Background: an optimization exercise with open tools, aiming at small area. Do not read the settings as production practice.
Function was checked by simulation only, so behaviour that the tests miss may differ from the original.

Setup of lane 1:
==> flow/design.v (excerpt) <==
module ETH_TOP#(
		parameter FPGA_MAC         = 48'h00D0_0800_0002,
		parameter FPGA_IP          = 32'hC0A8_006E,
	    parameter FPGA_DP          = 16'd8080,
	    parameter FPGA_SP          = 16'd8080,
	    parameter C_AXI_ID_WIDTH       = 4,         
	    parameter C_AXI_ADDR_WIDTH     = 32,        
	    parameter C_AXI_DATA_WIDTH     = 64,        
	    parameter C_AXI_NBURST_SUPPORT = 1'b0,      
	    parameter C_AXI_BURST_TYPE     = 2'b00,     
	    parameter WATCH_DOG_WIDTH      = 12,   		 
	    parameter FLAG_MOTOR           =   32'hE1EC_0C0D,
	    parameter FLAG_AD              =   32'hAD86_86DA,
	    parameter FLAG_ETHLOOP         =   32'hEEBA_EEBA,
	    parameter C_ADDR_SUMOFFSET     =   32'h0000_1000,
	    parameter C_ADDR_MOTOR2ETH     =   32'h0000_0000,
	    parameter C_ADDR_AD2ETH        =   32'h1000_0000,
	    parameter C_ADDR_ETHLOOP       =   32'h2000_0000,
	    parameter C_ADDR_ETH2MOTOR     =   32'hE000_0000,
	    parameter C_ADDR_ETH2AD        =   32'hF000_0000           
    )
	(
	    input   sys_clk,
	    input   sys_rst,   
	   	input                               maxi_wready,  
	   	output [C_AXI_ID_WIDTH-1:0]         maxi_wid,     
	   	output [C_AXI_ADDR_WIDTH-1:0]       maxi_waddr,   
  ...
For scale: about 4700 cells after synthesis.
==> flow/config.mk <==
export PLATFORM = sky130hd
export DESIGN_NAME = ETH_TOP
export DESIGN_NICKNAME = ETH_TOP
export VERILOG_FILES = /design/flow/design.v
export SDC_FILE = /design/flow/constraint.sdc
export NUM_CORES = 4
export LEC_CHECK = 0
export ABC_CLOCK_PERIOD_IN_PS = 1000000
export CAP_MARGIN = 20
export CORE_MARGIN = 2
export CORE_UTILIZATION = 65
export CTS_BUF_LIST = sky130_fd_sc_hd__clkbuf_4
export PLACE_DENSITY = 0.75
export SLEW_MARGIN = 20
==> flow/constraint.sdc <==
create_clock -name core_clock -period 8.0 [get_ports {sys_clk}]
set_input_delay 1.6000 -clock core_clock [delete_from_list [all_inputs] [get_ports {sys_clk}]]
set_output_delay 1.6000 -clock core_clock [all_outputs]
set_load 0.01 [all_outputs]
standard.sh (not shown) runs the stock make flow with config.mk's settings and CLKGATE_MAP_FILE= SYNTH_SCRIPT=/design/flow/synth_recipe.tcl, a recipe that flattens the netlist after the stock synthesis.
==> flow/flow/run.sh <==
#!/bin/bash
# Standard synthesis, then the combinational logic re-mapped for area (registers untouched),
# then the standard layout from floorplan to finish.
set -euo pipefail
W=$(pwd)
R=$W/orfs/results/sky130hd/ETH_TOP/base
YOSYS=$FLOW_HOME/../tools/install/yosys/bin/yosys
bash standard.sh synth > $W/standard_synth.log 2>&1
cp $R/1_2_yosys.v $W/std_1_2_yosys.v
RS_LIB=$FLOW_HOME/platforms/sky130hd/lib/sky130_fd_sc_hd__tt_025C_1v80.lib \
RS_DONTUSE=$W/flow/dontuse.txt RS_IN=$W/std_1_2_yosys.v RS_OUT=$W/rs_1_2_yosys.v \
RS_SCRIPT=$W/flow/rs.abc $YOSYS -c $W/flow/resynth.tcl > $W/resynth.log 2>&1
cp $W/rs_1_2_yosys.v $R/1_2_yosys.v
rm -f $R/1_synth.odb $R/1_synth.sdc
# clock tree: small clock buffers and no dummy loads
bash standard.sh "CTS_ARGS=-sink_clustering_enable -repair_clock_nets -buf_list sky130_fd_sc_hd__clkbuf_4 -dont_use_dummy_load" finish > $W/standard_layout.log 2>&1
Other scripts of this flow, unchanged in this note and not shown: flow/flow/dontuse.txt, flow/flow/resynth.tcl, flow/flow/rs.abc
The following lists how lane 5 was set up differently from lane 1:
--- a/flow/design.v
+++ b/flow/design.v
@@ -635,16 +635,18 @@
 	reg			wr_wready;
 	reg			wd_wready;
 	reg			wb_bvalid;
 	reg [2:0]	tx_wd_cnt;
 	assign	rgmii_tx_data	=	o_rgmii_data;
 	assign	rgmii_tx_valid	=	o_rgmii_valid;
 	assign	rgmii_tx_last	=	o_rgmii_last;
 	wire		wd_hs	=	saxi_wd_wvalid && wd_wready;
+	reg [17:0]	hsum_r;
+	reg			hsum_v;
 	wire		dd		=	st[WRITE_DATA] && nx[WRITE_DATA];
 	wire	sum_br	=	(|flag_data_sum[1:0]) && !flag_wait_over;
 	wire	loop_br	=	!sum_br && flag_data_sum[2] && !flag_wait_over;
 	wire	tx_br	=	!sum_br && !loop_br;
 	wire	admo	=	flag_data_sum[0] || !flag_data_sum[2];
 	wire [17:0]	half_sum	=	(saxi_wd_wdata[15:0] + saxi_wd_wdata[31:16]) + (saxi_wd_wdata[47:32] + saxi_wd_wdata[63:48]);
 	wire [12:0]	cnt_p1	=	tx_word_cnt + 1'b1;
 	wire [15:0]	udp_len	=	flag_data_sum[0] ? ({5'd0, wr_wlen, 3'b000} + 16'd8) :
@@ -656,44 +658,44 @@
 	wire [15:0]	ip_len	=	IP_WORD + UDP_WORD + udp_len;
 	wire [15:0]	ul_len	=	UDP_WORD + udp_len;
 	localparam [16:0] K_AD	=	32'd0 + FLAG_AD[31:16] + FLAG_AD[15:00];
 	localparam [16:0] K_MO	=	32'd0 + FLAG_MOTOR[31:16] + FLAG_MOTOR[15:00];
 	localparam [16:0] K_LP	=	32'd0 + FLAG_ETHLOOP[31:16] + FLAG_ETHLOOP[15:00];
 	reg [17:0]	pk_k;
 	wire [17:0]	flag_k		=	flag_data_sum[0] ? pk_k : flag_data_sum[1] ? {1'b0, K_MO} : {1'b0, K_LP};
 	wire		loop_acc	=	nx[WRITE_DATA] && loop_br;
-	wire [31:0]	add32		=	data_sum + flag_k;
-	reg [17:0]	hsum_r;
-	reg			hsum_v;
-	wire [31:0]	loop_sum	=	data_sum + hsum_r;
+	wire [31:0]	add32		=	data_sum + (hsum_v ? hsum_r : flag_k);
+	wire [31:0]	loop_sum	=	add32;
 	always @(posedge sys_clk) begin
 		hsum_r	<=	half_sum;
 		hsum_v	<=	!local_reset && loop_acc && wd_hs;
 	end
 	wire [16:0]	usum		=	add32[31:16] + add32[15:0];
 	wire [17:0]	ucks_k		=	{udp_len, 1'b0} + USUM_K;
 	wire [16:0]	pc_sum		=	pc_ip[31:16] + pc_ip[15:0];
 	localparam [17:0] IPCKS_K	=	32'd0 + {IP_VISION,8'h0} + IP_WORD + UDP_WORD + IP_FLAG_OFFSET + {IP_TTL,UDP_PROTO} + FPGA_IP[31:16] + FPGA_IP[15:0];
 	localparam [17:0] USUM_K	=	FPGA_IP[31:16] + FPGA_IP[15:0] + 16'h0011 + 2*UDP_WORD + FPGA_SP + FPGA_DP;
+	wire		ip_init	=	!trig_udp_cks_d && trig_udp_cks;
+	wire		ip_pre	=	nx[TX_WAIT] && (|flag_data_sum[2:0]) && !trig_udp_cks;
+	wire [18:0]	ip_a	=	ip_init ? ipcks_sum : ip_pre ? {3'd0, ip_identif} : {3'd0, ipcks_sum[15:0]};
+	wire [18:0]	ip_b	=	ip_init ? {2'd0, pc_sum} : ip_pre ? (IPCKS_K + udp_len) : {16'd0, ipcks_sum[18:16]};
+	wire [18:0]	ip_s	=	ip_a + ip_b;
 	always @(posedge sys_clk) begin
 		if (local_reset  || o_rgmii_last) begin
 			ipcks_sum  <= 0;
 			ipcks_over <= 0;
 		end
 		else begin
-			if (!trig_udp_cks_d && trig_udp_cks) begin
-				ipcks_sum	<=	ipcks_sum + pc_sum;
-			end
-			else if (nx[TX_WAIT] && (|flag_data_sum[2:0]) && !trig_udp_cks) begin
-				ipcks_sum	<=	IPCKS_K + udp_len + ip_identif;
+			if (ip_init || ip_pre) begin
+				ipcks_sum	<=	ip_s;
 			end
 			else if (trig_udp_cks && !ipcks_over) begin
 				if (ipcks_sum > 19'h0_FFFF) begin
-					ipcks_sum	<=	ipcks_sum[18:16] + ipcks_sum[15:0];
+					ipcks_sum	<=	ip_s;
 				end
 				else begin
 					ipcks_sum[15:0]	<=	~ipcks_sum[15:0];
 					ipcks_over	<=	1;
 				end
 			end
 		end
 	end
==> comparison <==
Half-perimeter wire length of the detailed placement result (higher): lane 1
Number of iterations in the first detailed-routing pass (lower): lane 1
| critical path buffer and inverter count | higher: lane 5 |
The synthesized cell count in lane 1 is 1.07 times that in lane 5.
Post-cts repair resize count in lane 5 is 5 below lane 1.

port drivers added, routing unchanged:
Ports are ideal in the flow. The routed layouts listed here were re-timed in OpenROAD. Step 1 sets driving cells, clkbuf_16 on the clock port and buf_2 on the other inputs (assumed; they add their load-dependent delay and slew). Step 2 adds t to the input delays and takes it off the output delays; t is the mean of the earliest and latest rising clock arrival at the registers after step 1. Input paths then give back, and output paths get back, about the clock's delay inside the block. Slacks: ideal / step 1 / step 2; pairs: ideal / step 1.
| run | t (ns) | slack for setup (ns) | worst setup path at the end | worst register clock-pin slew, ns | pins driven straight from the clock port |
|---|---|---|---|---|---|
| lane 1 | 1.103 | 0.491 / 0.491 / 0.127 | input to register | 0.07 / 0.07 | 1 |
| lane 5 | 1.084 | 0.502 / 0.502 / 0.502 | register to register | 0.07 / 0.07 | 1 |
After both steps setup and hold are still met in every run listed. For lane 1, which loses most, drivers alone change the setup slack by 0.000 ns; drivers and shift together by -0.364 ns.
